Context: an optimization exercise on an open-source flow, tuned for small area. The choices shown serve that exercise and are no tape-out recipe. In this exercise RTL edits were held to simulation tests only and were not proved equivalent to the original. No activity file was given, so power comes from the tool's default toggle rates.

== the baseline ==
==> module wmtop, before the edit <==
module wmtop (
	clk,
	rst,
	start,
	waterfull,
	accelerate,
	stateindic,
	index_n,
	fourdigit,
	lastdigit
);
input clk, rst;
input start;
input accelerate;
input waterfull;
output [5:0] stateindic;
output [3:0] index_n;
output [7:0] fourdigit;
output [6:0] lastdigit;
function [6:0] seg7_n;
	input [3:0] v;
	reg w, x, y, z;
	begin
		{w, x, y, z} = v;
		seg7_n[6] = ~((w | y | x & z) | (~x & ~z));
		seg7_n[5] = ~((~x | y & z) | (~y & ~z));
		seg7_n[4] = ~(x | ~y | z);
		seg7_n[3] = ~(w | (~x & ~z) | (y & ~z) | (~x & y) | (x & ~y & z));
		seg7_n[2] = ~(~z & (~x | y));
		seg7_n[1] = ~(w | (~y & ~z) | (x & ~y) | (x & ~z));
		seg7_n[0] = ~((w | (y & ~z) | x & ~y) | (~x & y));
	end
endfunction
reg [2:0] a;
reg [2:0] z;
reg [4:0] q;
reg f1;
wire e4 = a[1] & a[0];			 
wire e40 = e4 & a[2] & z[2];		 
wire q24 = q[4] & q[3];			 
always @(posedge clk)
begin
	a[0] <= ~rst | ~a[0];
	a[1] <= ~rst | (a[1] ^ a[0]);
	a[2] <= ~rst | (a[2] ^ e4);
	z[0] <= ~rst | (e4 ? ~(z[0] | z[2]) : z[0]);
	z[1] <= rst & (e4 ? (z[1] ^ z[0]) & ~z[2] : z[1]);
	z[2] <= ~rst | (e4 ? z[1] & z[0] : z[2]);
	q[0] <= rst & (q[0] ^ (e40 & ~q24));
	q[1] <= rst & (q[1] ^ (e40 & q[0]));
	q[2] <= rst & (q[2] ^ (e40 & q[0] & q[1]));
	q[3] <= ~rst | (q[3] ^ (e40 & (q[0] & q[1] & q[2] | q24)));
	q[4] <= ~rst | (q[4] ^ (e40 & (q[0] & q[1] & q[2] & q[3] | q24)));
	f1 <= ~rst | (f1 ^ (e40 & q24));
end
wire f100 = z[2] | z[1] & (z[0] | a[1]);
wire scan_tick = a[2] & ~a[1] & ~a[0];
reg clk_reg;
reg clk_reg_d;
always @(posedge clk)
begin
	clk_reg <= accelerate ? f100 : f1;
	clk_reg_d <= clk_reg;
end
wire tick = clk_reg & ~clk_reg_d;
reg [2:0] b;
reg done;	 
wire sclr = ~rst | z[2] & z[0];	 
wire st_idle  = ~b[2] & ~b[1];
wire st_water = b[1] & b[0];
wire st_rinse = ~b[2] & ~b[0];
wire st_drain = b[2] & b[1];
wire st_dry   = ~b[1] & ~b[0];
wire st_alert = b[2] & b[0];
assign stateindic = ~{st_alert, st_dry, st_drain, st_rinse, st_water, st_idle};
always @(posedge clk)
begin
	b[0] <= sclr | (b[0] ? ~(st_water & ~waterfull) : st_dry & done);
	b[1] <= ~sclr & (b[1] ? ~(st_drain & done) : st_idle & ~start);
	b[2] <= ~sclr & (b[2] ? ~(st_alert & done) : st_rinse & done);
end
reg [3:0] t;
reg [3:0] s1;
reg [2:0] st;
reg [3:0] m;
wire run = rst & (~b[0] | b[2]);	 
wire fin = (st_rinse & m[3] & m[1])	 
	| (st_drain & st[1] & st[0])	 
	| (st_dry & m[2] & m[0])	 
	| (st_alert & st[0]);		 
wire e0 = tick & ~fin;			 
wire e1 = e0 & t[3] & t[0];		 
wire e2 = e1 & s1[3] & s1[0];		 
wire e3 = e2 & st[2] & st[0];		 
wire k = run & ~(tick & fin);		 
always @(posedge clk)
begin
	done <= run & tick & fin;
	t[0] <= run & (t[0] ^ e0);
	t[1] <= run & (t[1] ^ (e0 & t[0] & ~t[3]));
	t[2] <= run & (t[2] ^ (e0 & t[0] & t[1]));
	t[3] <= run & (t[3] ^ (e0 & t[0] & (t[3] | t[1] & t[2])));
	s1[0] <= run & (s1[0] ^ e1);
	s1[1] <= run & (s1[1] ^ (e1 & s1[0] & ~s1[3]));
	s1[2] <= run & (s1[2] ^ (e1 & s1[0] & s1[1]));
	s1[3] <= run & (s1[3] ^ (e1 & s1[0] & (s1[3] | s1[1] & s1[2])));
	st[0] <= k & (st[0] ^ e2);
	st[1] <= k & (st[1] ^ (e2 & st[0] & ~st[2]));
	st[2] <= k & (st[2] ^ (e2 & st[0] & (st[1] | st[2])));
	m[0] <= k & (m[0] ^ e3);
	m[1] <= k & (m[1] ^ (e3 & m[0]));
	m[2] <= k & (m[2] ^ (e3 & m[0] & m[1]));
	m[3] <= k & (m[3] ^ (e3 & m[0] & m[1] & m[2]));
end
reg [3:0] idx_n;	 
reg [3:0] number;
wire dflt = idx_n[0] & idx_n[1] & idx_n[2];
wire [3:0] sel;
assign sel[3] = ~idx_n[1] & m[3] & ~m[1] | dflt & s1[3];
assign sel[2] = ~idx_n[0] & st[2] | ~idx_n[1] & m[2] | dflt & s1[2];
assign sel[1] = ~idx_n[0] & st[1] | ~idx_n[1] & m[1] & ~m[3] | dflt & s1[1];
assign sel[0] = ~idx_n[0] & st[0] | ~idx_n[1] & m[0] | ~idx_n[2] & m[3] & m[1] | dflt & s1[0];
assign index_n = idx_n;
assign fourdigit = {seg7_n(number), 1'b1};
assign lastdigit = seg7_n(t);
always @(posedge clk)
begin
	idx_n <= ~rst ? 4'b1111 : scan_tick ? {idx_n[2:0], ~dflt} : idx_n;
	number <= ~rst ? 4'd0 : scan_tick ? sel : number;
end
endmodule
Settings: LEC_CHECK=0, CAP_MARGIN=20, CORE_MARGIN=2, CORE_UTILIZATION=40, SLEW_MARGIN=20; clock period 20.0 ns.
standard.sh (not shown) runs the stock make flow with config.mk's settings and CLKGATE_MAP_FILE= SYNTH_SCRIPT=/design/flow/synth_recipe.tcl, a recipe that flattens the netlist after the stock synthesis.
==> flow/flow/run.sh <==
#!/bin/bash
# Layout flow: the standard synthesis, then the combinational logic is
# mapped again with a stronger ABC script (the flip-flops, their names and
# cell types are kept exactly as the standard synthesis made them), then the
# standard ORFS layout from that netlist, with the smallest buffer on the ports.
set -euo pipefail
W=$PWD
R=$W/orfs/results/$FLOW_PLATFORM/wmtop/base
YOSYS=$(command -v yosys || echo "$FLOW_HOME/../tools/install/yosys/bin/yosys")
LIB=$FLOW_HOME/platforms/$FLOW_PLATFORM/lib/sky130_fd_sc_hd__tt_025C_1v80.lib

bash standard.sh synth > synth.log 2>&1
cp "$R/1_2_yosys.v" std_netlist.v

printf 'set_driving_cell sky130_fd_sc_hd__buf_1\nset_load 5\n' > abc.constr
cat > resyn.ys <<EOY
read_liberty -ignore_miss_func $LIB
read_verilog std_netlist.v
hierarchy -top $FLOW_TOP
setattr -mod -set keep_hierarchy 1 sky130_fd_sc_hd__df*
flatten
opt_clean -purge
abc -script $W/flow/resyn.abc -liberty $LIB $(cat flow/dont_use.txt) -constr $W/abc.constr -D 20000
opt_clean -purge
hilomap -singleton -hicell sky130_fd_sc_hd__conb_1 HI -locell sky130_fd_sc_hd__conb_1 LO
splitnets
opt_clean -purge
select $FLOW_TOP
write_verilog -selected -noattr -noexpr -nohex -nodec $W/resyn_netlist.v
select -clear
tee -o $W/resyn_stat.txt stat -liberty $LIB
EOY
"$YOSYS" -s resyn.ys > resyn.log 2>&1

cp resyn_netlist.v "$R/1_2_yosys.v"
rm -f "$R/1_synth.odb" "$R/1_synth.sdc"
bash standard.sh "BUFFER_PORTS_ARGS=-buffer_cell sky130_fd_sc_hd__buf_1" finish > standard.log 2>&1
Other scripts of this flow, unchanged in this note and not shown: flow/flow/dont_use.txt, flow/flow/resyn.abc
Modified inputs, the candidate compared to the baseline
--- a/flow/design.v
+++ b/flow/design.v
@@ -32,4 +32,7 @@
 	end
 endfunction
+reg reset;
+always @(posedge clk)
+	reset <= rst;
 reg [2:0] a;
 reg [2:0] z;
@@ -44,7 +47,7 @@
 	a[1] <= ~rst | (a[1] ^ a[0]);
 	a[2] <= ~rst | (a[2] ^ e4);
-	z[0] <= ~rst | (e4 ? ~(z[0] | z[2]) : z[0]);
-	z[1] <= rst & (e4 ? (z[1] ^ z[0]) & ~z[2] : z[1]);
-	z[2] <= ~rst | (e4 ? z[1] & z[0] : z[2]);
+	z[0] <= rst & (z[0] ^ (e4 & ~z[2]));
+	z[1] <= rst & (z[1] ^ (e4 & z[0]));
+	z[2] <= ~rst | (z[2] ^ (e4 & (z[2] | z[1] & z[0])));
 	q[0] <= rst & (q[0] ^ (e40 & ~q24));
 	q[1] <= rst & (q[1] ^ (e40 & q[0]));
@@ -64,19 +67,16 @@
 end
 wire tick = clk_reg & ~clk_reg_d;
-reg [2:0] b;
+reg [5:0] s_n;
 reg done;	 
-wire sclr = ~rst | z[2] & z[0];	 
-wire st_idle  = ~b[2] & ~b[1];
-wire st_water = b[1] & b[0];
-wire st_rinse = ~b[2] & ~b[0];
-wire st_drain = b[2] & b[1];
-wire st_dry   = ~b[1] & ~b[0];
-wire st_alert = b[2] & b[0];
-assign stateindic = ~{st_alert, st_dry, st_drain, st_rinse, st_water, st_idle};
+wire sclr = ~(rst & reset);
+assign stateindic = s_n;
 always @(posedge clk)
 begin
-	b[0] <= sclr | (b[0] ? ~(st_water & ~waterfull) : st_dry & done);
-	b[1] <= ~sclr & (b[1] ? ~(st_drain & done) : st_idle & ~start);
-	b[2] <= ~sclr & (b[2] ? ~(st_alert & done) : st_rinse & done);
+	s_n[0] <= ~sclr & ~(~s_n[0] & start | ~s_n[5] & done);
+	s_n[1] <= sclr | ~(~s_n[0] & ~start | ~s_n[1] & waterfull);
+	s_n[2] <= sclr | ~(~s_n[1] & ~waterfull | ~s_n[2] & ~done);
+	s_n[3] <= sclr | ~(~s_n[2] & done | ~s_n[3] & ~done);
+	s_n[4] <= sclr | ~(~s_n[3] & done | ~s_n[4] & ~done);
+	s_n[5] <= sclr | ~(~s_n[4] & done | ~s_n[5] & ~done);
 end
 reg [3:0] t;
@@ -84,9 +84,9 @@
 reg [2:0] st;
 reg [3:0] m;
-wire run = rst & (~b[0] | b[2]);	 
-wire fin = (st_rinse & m[3] & m[1])	 
-	| (st_drain & st[1] & st[0])	 
-	| (st_dry & m[2] & m[0])	 
-	| (st_alert & st[0]);		 
+wire run = rst & s_n[0] & s_n[1];	 
+wire fin = (~s_n[2] & m[3] & m[1])	 
+	| (~s_n[3] & st[1] & st[0])	 
+	| (~s_n[4] & m[2] & m[0])	 
+	| (~s_n[5] & st[0]);		 
 wire e0 = tick & ~fin;			 
 wire e1 = e0 & t[3] & t[0];		 
## What came out
The candidate completed end to end with timing, DRC and antenna clean. The final layout from the baseline, which completed every stage, passed the timing, DRC and antenna checks at the end of the flow. The multi-input combinational cell area of the candidate and that of the baseline are within noise of each other. Diff the baseline -> the candidate | routability congestion estimate from global placement | up by more than 10%. Post-route worst setup slack: the candidate vs the baseline up 0.28 ns. Changes observed in the candidate relative to the baseline: headroom to the max-slew limit moved up; count of buffers not belonging to the clock network in the layout level; synthesized area moved up; register fraction of the total cell area moved up. Sort the candidate and the baseline by total leakage power desc -> top: the baseline. Diff the baseline..the candidate | smallest hold slack | negligible. Relative to the baseline, the final cell area reported for the candidate is higher. Cell count: the candidate lower than the baseline. Sort the candidate and the baseline by post-route clock period utilization desc -> top: the baseline. Estimated wirelength of the detail-placed design: the candidate < the baseline.

afterwards: timing with drivers on the ports:
How much do the figures lean on ideal ports? The routed layouts below were timed once more, with nothing changed but the port constraints.
Step 1 sets driving cells, clkbuf_16 on the clock port and buf_2 on the other inputs (assumed; they add their load-dependent delay and slew).
Step 2 times the ports against the registers' clock, not the clock port: input delays grow and output delays shrink by t, the midpoint of the rising clock arrivals with the driver on.
Three values: ideal ports, drivers, drivers and shift; two values: the first two.
| run | t (ns) | slack for setup (ns) | worst setup path after step 2 | latest minus earliest clock arrival (ns) |
|---|---|---|---|---|
| the baseline | 0.308 | 14.121 / 14.096 / 14.231 | input to register | 0.003 / 0.003 |
| the candidate | 0.314 | 14.396 / 14.371 / 14.277 | input to register | 0.004 / 0.004 |
After both steps setup and hold are still met in every run listed. The setup slack of the candidate, which loses most, moves by -0.025 ns with the drivers and by -0.119 ns with both steps.
